Context: an optimization exercise on an open-source flow, tuned for small area, a short achievable clock period and few clock cycles. The choices shown serve that exercise and are no tape-out recipe.
Function was checked by simulation only, so behaviour that the tests miss may differ from the original.

## goldschmidt_divider_q4_4
module goldschmidt_divider_q4_4 (
    input  wire       clk,
    input  wire       rst_n,
    input  wire       start,
    input  wire [7:0] numerator,
    input  wire [7:0] denominator,
    output wire [7:0] quotient,
    output reg        valid,
    output reg        error
);
clock: 8.0 ns
lec_check: 0
abc_area: 1
cap_margin: 20
core_margin: 2
core_utilization: 40
setup_slack_margin: 0.5
slew_margin: 20
standard.sh (not shown) runs the stock make flow with config.mk's settings and CLKGATE_MAP_FILE= SYNTH_SCRIPT=/design/flow/synth_recipe.tcl, a recipe that flattens the netlist after the stock synthesis.
==> flow/flow/run.sh <==
#!/bin/bash
set -euo pipefail
bash standard.sh MATCH_CELL_FOOTPRINT=0 'BUFFER_PORTS_ARGS=-buffer_cell sky130_fd_sc_hd__buf_2' finish > standard.log 2>&1
The first run finished clean.
Testbench counts at the start, summed over its fixed seeds: cycles 32,000.
Next try:
Settings changed: SETUP_SLACK_MARGIN 0.5 to not set.
The new run finished clean.
Final area stays the same.
Register-to-register slack stays flat.
Via count does not change.
Global-route usage does not change.
Final cell count stays the same.
Fmax stays the same.
Wire length is unchanged.

* * *

Another version of the RTL of goldschmidt_divider_q4_4 (not shown whole).
Size: about 1400 cells after synthesis.
export LEC_CHECK = 0
export CAP_MARGIN = 20
export CORE_MARGIN = 2
export CORE_UTILIZATION = 40
export SETUP_SLACK_MARGIN = 1.5
export SLEW_MARGIN = 20
create_clock -name core_clock -period 8.0 [get_ports {clk}]
==> flow/flow/run.sh <==
#!/bin/bash
set -euo pipefail
bash standard.sh MATCH_CELL_FOOTPRINT=0 finish > standard.log 2>&1
Testbench counts at the start, summed over its fixed seeds: cycles 32,000.
Edit:
==> flow/run.sh (new file) <==
#!/bin/bash
# synth_recipe.tcl (not shown) runs the flow's synth.tcl, then flattens the netlist and writes it again
# the make line also repeats each setting of config.mk as NAME=value (left out here)
make -C /OpenROAD-flow-scripts/flow DESIGN_CONFIG=/design/flow/config.mk WORK_HOME=/design/flow/orfs CLKGATE_MAP_FILE= SYNTH_SCRIPT=/design/flow/synth_recipe.tcl finish
--- a/flow/config.mk
+++ b/flow/config.mk
@@ -6,7 +6,7 @@
 export NUM_CORES = 4
 export LEC_CHECK = 0
+export ABC_AREA = 1
 export CAP_MARGIN = 20
 export CORE_MARGIN = 2
 export CORE_UTILIZATION = 40
-export SETUP_SLACK_MARGIN = 1.5
 export SLEW_MARGIN = 20
removed: flow/flow/run.sh
removed: flow/standard.sh
=>
- The new run finished with timing, DRC and antenna clean
- area after synthesis came out lower by a few percent
- setup slack gets worse by 19 ps
- sequential cell count does not change
- final area is lower by a little under a tenth
Edit:
==> flow/flow/run.sh (new file) <==
#!/bin/bash
# Standard layout, but let timing repair swap cells across footprints
# (sky130hd's platform default restricts it to same-footprint sizes).
set -euo pipefail
bash standard.sh MATCH_CELL_FOOTPRINT=0 finish > standard.log 2>&1
==> flow/standard.sh (new file) <==
#!/bin/bash
# synth_recipe.tcl (not shown) runs the flow's synth.tcl, then flattens the netlist and writes it again
# the make line also repeats each setting of config.mk as NAME=value (left out here)
make -C /OpenROAD-flow-scripts/flow DESIGN_CONFIG=/design/flow/config.mk WORK_HOME=/design/flow/orfs CLKGATE_MAP_FILE= SYNTH_SCRIPT=/design/flow/synth_recipe.tcl "${@:-finish}"
--- a/flow/config.mk
+++ b/flow/config.mk
@@ -6,5 +6,4 @@
 export NUM_CORES = 4
 export LEC_CHECK = 0
-export ABC_AREA = 1
 export CAP_MARGIN = 20
 export CORE_MARGIN = 2
removed: flow/run.sh
Result: Setup slack got worse by 550 ps; final area is higher by 3.8%; routed wire length went up by 1.3%; count of clock-buffer cells in the layout is higher by 2; core utilization went down by 0.88 points.
Edit:
==> flow/flow/run.sh (replaced) <==
#!/bin/bash
set -euo pipefail
bash standard.sh MATCH_CELL_FOOTPRINT=0 'BUFFER_PORTS_ARGS=-buffer_cell sky130_fd_sc_hd__buf_2' finish > standard.log 2>&1
--- a/flow/config.mk
+++ b/flow/config.mk
@@ -6,6 +6,8 @@
 export NUM_CORES = 4
 export LEC_CHECK = 0
+export ABC_AREA = 1
 export CAP_MARGIN = 20
 export CORE_MARGIN = 2
 export CORE_UTILIZATION = 40
+export SETUP_SLACK_MARGIN = 1.5
 export SLEW_MARGIN = 20
Effect: Critical path depth rose by 3. Die area fell by a few percent. Cell area fell slightly. Final cell count goes up by roughly a tenth. Register-to-register slack improves by 660 ps.

* * *

Another version of the RTL of goldschmidt_divider_q4_4 (not shown whole).
For scale: about 1300 cells after synthesis, roughly 76 flip-flops, ~29 I/O pins, about 8800 um2 of cells after synthesis.
Settings: LEC_CHECK=0, ABC_AREA=1, CAP_MARGIN=20, CORE_MARGIN=2, CORE_UTILIZATION=55, SETUP_SLACK_MARGIN=1.75, SLEW_MARGIN=20; clock period 8.0 ns.
==> flow/flow/run.sh <==
#!/bin/bash
set -euo pipefail
bash standard.sh MATCH_CELL_FOOTPRINT=0 'BUFFER_PORTS_ARGS=-buffer_cell sky130_fd_sc_hd__buf_2' finish > standard.log 2>&1
Testbench counts at the start, summed over its fixed seeds: cycles 32,000.
Edit:
==> flow/flow/run.sh (replaced) <==
#!/bin/bash
# The standard layout (the standard.sh: ORFS synthesis to the final
# layout, unchanged), with two settings changed: timing repair may swap a cell
# for one of another footprint (sky130hd's platform config restricts repair to
# same-footprint sizes), and the buffer put on every input and output port is
# a buf_2 rather than the resizer's default pick. The whole ORFS run's output
# goes to standard.log.
set -euo pipefail
bash standard.sh MATCH_CELL_FOOTPRINT=0 'BUFFER_PORTS_ARGS=-buffer_cell sky130_fd_sc_hd__buf_2' finish > standard.log 2>&1
Settings changed: SETUP_SLACK_MARGIN 1.75 to 2.0.
After rerunning: The new run completed with no timing, DRC or antenna violations. Final cell count hardly moves. Utilization rises by 0.80 points. Hold slack is about the same. Synthesized cell count is unchanged. Clock skew barely changes. Die area stays the same.
Edit:
==> flow/flow/run.sh (replaced) <==
#!/bin/bash
set -euo pipefail
bash standard.sh MATCH_CELL_FOOTPRINT=0 'BUFFER_PORTS_ARGS=-buffer_cell sky130_fd_sc_hd__buf_2' finish > standard.log 2>&1
Settings changed: ABC_AREA 1 to not set, SETUP_SLACK_MARGIN 2.0 to 1.5.
Flip-flop and latch count is unchanged; via count goes up by about a fifth; setup slack loses 0.51 ns.
Edit:
Settings changed: ABC_AREA set to 1, SETUP_SLACK_MARGIN 1.5 to 1.0.
What happened: Synthesized area went down by roughly a tenth; wire length went down by about a fifth; setup slack gets better by 0.26 ns; clock skew went up by 0.0060 ns; final area went down by roughly a tenth; synthesized cell count went down by a few percent.
Edit:
Settings changed: CORE_UTILIZATION 55 to 60, SETUP_SLACK_MARGIN 1.0 to 2.0.
Effect:
- via count is higher by 1.1%
- wire length went down by 0.58%
- register-to-register slack improved by 0.23 ns
- final area increases by 0.97%
- die area shrinks by 8.1%
- global-route usage rose by 1.7 points

* * *

goldschmidt_divider_q4_4 with an RTL version that a note above also has.
Size in the first run: roughly 29 I/O pins, ~9000 um^2 of cells after synthesis.
Settings: LEC_CHECK=0, ABC_AREA=1, CAP_MARGIN=20, CORE_MARGIN=2, CORE_UTILIZATION=40, GPL_TIMING_DRIVEN=1, SETUP_SLACK_MARGIN=1.0, SLEW_MARGIN=20; clock period 8.0 ns.
==> flow/flow/run.sh <==
#!/bin/bash
set -euo pipefail
bash standard.sh MATCH_CELL_FOOTPRINT=0 'BUFFER_PORTS_ARGS=-buffer_cell sky130_fd_sc_hd__buf_2' finish > standard.log 2>&1
The baseline completed without violations.
Testbench counts at the start, summed over its fixed seeds: cycles 32,000.
==> next run, changes <==
- GPL_TIMING_DRIVEN: 1 -> unset
Effect:
- The new run finished with timing, DRC and antenna clean
- clock skew is unchanged
- global-route usage stays the same
- non-clock buffer count stays the same
- setup slack does not change
- die area stays the same
- utilization does not change

* * *

== run A ==
RTL: one of the versions met above, not the one the previous note started from.
For scale: ~8800 µm² of cells after synthesis.
export LEC_CHECK = 0
export ABC_AREA = 1
export CAP_MARGIN = 20
export CORE_MARGIN = 2
export CORE_UTILIZATION = 55
export SETUP_SLACK_MARGIN = 2.5
export SLEW_MARGIN = 20
create_clock -name core_clock -period 8.0 [get_ports {clk}]
Scripts as last shown in full above: flow/flow/run.sh
Run A | status: complete | timing, DRC, antenna: pass
Testbench counts of run A, summed over its fixed seeds: cycles 32,000.
diff inputs: run A => run B
Settings: SETUP_SLACK_MARGIN changed from 2.5 to 2.0.
==> comparison <==
First-pass GRT wire length delta (run B − run A): favourable
Going from run A to run B, via count shrank by a few percent.
Run B: overall track demand over capacity in global routing lower than run A
Delta (run B minus run A): core utilization went down by 5.9 points, floorplan die area was more or less identical, met2 routed wirelength went down by 8.4%, share of the final layout cell area in sequential cells went up by 1.3 points.
### run B -> run C
Settings: swapping 2.0 for 1.5 in SETUP_SLACK_MARGIN; swapping 55 for 70 in CORE_UTILIZATION.
==> comparison <==
- In the reports for run C and run B, the smaller non-clock buffer count belongs to run C.
- Pin slew with the least headroom to its limit, run C and run B: smaller value in run B
- Run C gives less number of instances in the placed design than run B did.
- As of run C, maximum achievable frequency had fallen by more than 10% compared to run B.
## Diff of input files: run D against run C
Settings: changing SETUP_SLACK_MARGIN from 1.5 to 2.0; changing CORE_UTILIZATION from 70 to 50.
--- outcome ---
Cmp run D vs run C: fill cell total of the finished layout higher in run D. Sequential cell area share, run D and run C, higher one = run C. Reported for run D and run C, number of gates given a new drive strength after cts turned out identical to the last digit. On final critical-path setup slack: between run D and run C, it ends up lower for run C. Looking at run D and run C, the footprint of the flip-flops and latches is a wash. In run D, count of cell instances traversed by the critical path is lower than in run C.
--- input diff run D..run E ---
Settings: changing CORE_UTILIZATION from 50 to 55; changing SETUP_SLACK_MARGIN from 2.0 to 1.5.
Findings:
Worst-case register-to-register setup slack (run E over run D): decrease, 0.26 ns. Run E vs. run D: multi-input gate share of total cell area went up by 0.30 points. Worst hold slack across all endpoints delta (run E -> run D): insignificant. Pin slew with the least headroom to its limit, run E and run D: smaller value in run D. Run E finished every stage and its layout cleared the timing, design-rule and antenna checks. In run E the number of buffer and inverter instances along the worst setup path turned out 1 higher than in run D. Run E reports a higher met2 track utilization from global routing than run D does. Comparing run D with run E, the clock insertion delay at the later pin of the skew report came out essentially unchanged. The cell total after placement reported for run E is smaller than that of run D by about 0.7%. In run E the delay contributed by the slowest stage of the critical path turned out 0.05 ns higher than in run D.

* * *

Setup of main:
goldschmidt_divider_q4_4 with an RTL version that a note above also has.
For scale: ~83 flip-flops, roughly 29 I/O pins, ~9000 µm² of cells after synthesis.
clock: 8.0 ns
lec_check: 0
abc_area: 1
cap_margin: 20
core_margin: 2
core_utilization: 55
setup_slack_margin: 1.0
slew_margin: 20
Scripts as last shown in full above: flow/flow/run.sh
main did not stop at any stage, and its layout met the timing, design-rule and antenna checks.
Testbench counts of main, summed over its fixed seeds: cycles 32,000.
For the feature branch, these inputs were changed with respect to main:
diff --git a/flow/flow/run.sh b/flow/flow/run.sh
--- a/flow/flow/run.sh
+++ b/flow/flow/run.sh
@@ -1,0 +2,6 @@
+# The standard layout (the standard.sh: ORFS synthesis to the final
+# layout, unchanged), with two settings changed: timing repair may swap a cell
+# for one of another footprint (sky130hd's platform config restricts repair to
+# same-footprint sizes), and the buffer put on every input and output port is
+# a buf_2 rather than the resizer's default pick. The whole ORFS run's output
+# goes to standard.log.
diff --git a/flow/config.mk b/flow/config.mk
--- a/flow/config.mk
+++ b/flow/config.mk
@@ -11,2 +11,2 @@
-export CORE_UTILIZATION = 55
-export SETUP_SLACK_MARGIN = 1.0
+export CORE_UTILIZATION = 40
+export SETUP_SLACK_MARGIN = 1.5
### Flow results
The feature branch vs. main: total wirelength of the detailed-routed design saw an increase; final area saw an increase.

* * *

Setup of trial 44:
goldschmidt_divider_q4_4 with an RTL version that a note above also has.
Size: about 1600 cells after synthesis, ~67 flip-flops, about 29 I/O pins.
Settings: LEC_CHECK=0, ABC_AREA=1, CAP_MARGIN=20, CORE_MARGIN=2, CORE_UTILIZATION=60, SETUP_SLACK_MARGIN=2.5, SLEW_MARGIN=20; clock period 8.0 ns.
==> flow/flow/run.sh <==
#!/bin/bash
set -euo pipefail
bash standard.sh MATCH_CELL_FOOTPRINT=0 finish > standard.log 2>&1
Testbench counts of trial 44, summed over its fixed seeds: cycles 32,000.
Relative to trial 44, the following input files were edited for trial 21:
- a change of CORE_UTILIZATION from 60 to 40
- a change of SETUP_SLACK_MARGIN from 2.5 to 1.5
## What came out
- Per the comparison of trial 21 with trial 44, area after synthesis stayed essentially flat, wire length moved down, number of multi-input combinational cells neither gained nor lost much, growth of design area from synthesis to finish went down by 6.1 points.

* * *

## pepper
goldschmidt_divider_q4_4 with an RTL version that a note above also has.
Size in the first run: about 29 I/O pins, about 0.0088 mm^2 of cells after synthesis.
Settings: LEC_CHECK=0, ABC_AREA=1, CAP_MARGIN=20, CORE_MARGIN=2, CORE_UTILIZATION=55, SETUP_SLACK_MARGIN=1.5, SLEW_MARGIN=20; clock period 8.0 ns.
==> flow/flow/run.sh <==
#!/bin/bash
# The standard layout (the standard.sh: ORFS synthesis to the final
# layout, unchanged), with two settings changed: timing repair may swap a cell
# for one of another footprint (sky130hd's platform config restricts repair to
# same-footprint sizes), and the buffer put on every input and output port is
# a buf_2 rather than the resizer's default pick. The whole ORFS run's output
# goes to standard.log.
set -euo pipefail
bash standard.sh MATCH_CELL_FOOTPRINT=0 'BUFFER_PORTS_ARGS=-buffer_cell sky130_fd_sc_hd__buf_2' finish > standard.log 2>&1
pepper was carried through to the last stage, and its layout satisfied the timing, design-rule and antenna checks.
Testbench counts of pepper, summed over its fixed seeds: cycles 32,000.
The inputs of indigo differ from those of pepper as listed below.
==> flow/flow/run.sh <==
#!/bin/bash
set -euo pipefail
bash standard.sh MATCH_CELL_FOOTPRINT=0 'BUFFER_PORTS_ARGS=-buffer_cell sky130_fd_sc_hd__buf_2' finish > standard.log 2>&1
--- a/flow/config.mk
+++ b/flow/config.mk
@@ -10,4 +10,4 @@
 export CORE_MARGIN = 2
 export CORE_UTILIZATION = 55
-export SETUP_SLACK_MARGIN = 1.5
+export SETUP_SLACK_MARGIN = 2.25
 export SLEW_MARGIN = 20
Notes after the runs:
Average vias per placed instance of indigo exceeds that of pepper slightly.
Logic depth of the worst path, buffers included: indigo vs pepper, no meaningful difference
Row number of non-clock buffers in the layout: indigo higher / pepper lower
For the proportion of cell area occupied by multi-input gates, indigo came in 0.61 points higher than pepper did.

[re-timing with driven ports]
Ports are ideal in the flow. The routed layouts listed here were re-timed in OpenROAD. Step 1 assumes that a clkbuf_16 drives the clock port and a buf_2 every other input. Step 2 times the ports against the registers' clock, not the clock port: input delays grow and output delays shrink by t, the midpoint of the rising clock arrivals with the driver on. Slacks: ideal ports / drivers / drivers and shift; pairs: ideal ports / drivers.
| run | t (ns) | setup WS [ns] | worst setup path at the end | worst data-port slew with drivers (ns) | pins driven straight from the clock port |
|---|---|---|---|---|---|
| the first run of note 1 | 0.382 | 1.266 / 1.225 / 1.543 | register to register | 0.03 | 1 |
| the second run of note 1 | 0.382 | 1.266 / 1.225 / 1.543 | register to register | 0.03 | 1 |
| the first run of note 2 | 0.365 | 0.995 / 0.955 / 1.320 | register to output | 0.03 | 1 |
| the second run of note 2 | 0.364 | 0.976 / 0.935 / 1.299 | register to output | 0.04 | 1 |
| the third run of note 2 | 0.365 | 0.421 / 0.381 / 0.746 | register to output | 0.03 | 1 |
| the fourth run of note 2 | 0.361 | 1.738 / 1.696 / 1.949 | register to register | 0.03 | 1 |
| the first run of note 3 | 0.374 | 2.280 / 2.280 / 2.280 | register to register | 0.03 | 1 |
| the second run of note 3 | 0.374 | 2.399 / 2.399 / 2.301 | input to register | 0.03 | 1 |
| the third run of note 3 | 0.380 | 1.890 / 1.842 / 1.643 | input to register | 0.03 | 1 |
| the fourth run of note 3 | 0.373 | 2.148 / 2.148 / 2.148 | register to register | 0.03 | 1 |
| the fifth run of note 3 | 0.371 | 2.382 / 2.382 / 2.382 | register to register | 0.03 | 1 |
| the first run of note 4 | 0.382 | 1.527 / 1.486 / 1.624 | register to register | 0.03 | 1 |
| the second run of note 4 | 0.382 | 1.527 / 1.486 / 1.624 | register to register | 0.03 | 1 |
| run A | 0.378 | 2.546 / 2.529 / 2.546 | register to register | 0.03 | 1 |
| run B | 0.374 | 2.399 / 2.399 / 2.301 | input to register | 0.03 | 1 |
| run C | 0.378 | 1.741 / 1.741 / 1.741 | register to register | 0.03 | 1 |
| run D | 0.385 | 2.412 / 2.403 / 2.257 | input to register | 0.03 | 1 |
| run E | 0.373 | 2.148 / 2.148 / 2.148 | register to register | 0.03 | 1 |
| main | 0.376 | 1.525 / 1.483 / 1.622 | register to register | 0.03 | 1 |
| the feature branch | 0.382 | 1.647 / 1.606 / 1.828 | register to register | 0.03 | 1 |
| trial 44 | 0.371 | 1.704 / 1.660 / 2.032 | register to output | 0.03 | 1 |
| trial 21 | 0.365 | 1.718 / 1.676 / 1.950 | input to register | 0.04 | 1 |
| pepper | 0.373 | 2.148 / 2.148 / 2.148 | register to register | 0.03 | 1 |
| indigo | 0.374 | 2.517 / 2.476 / 2.284 | input to register | 0.03 | 1 |
After both steps every run listed still meets setup and hold. The setup slack of the third run of note 3, which loses most, moves by -0.048 ns with the drivers and by -0.247 ns with both steps.
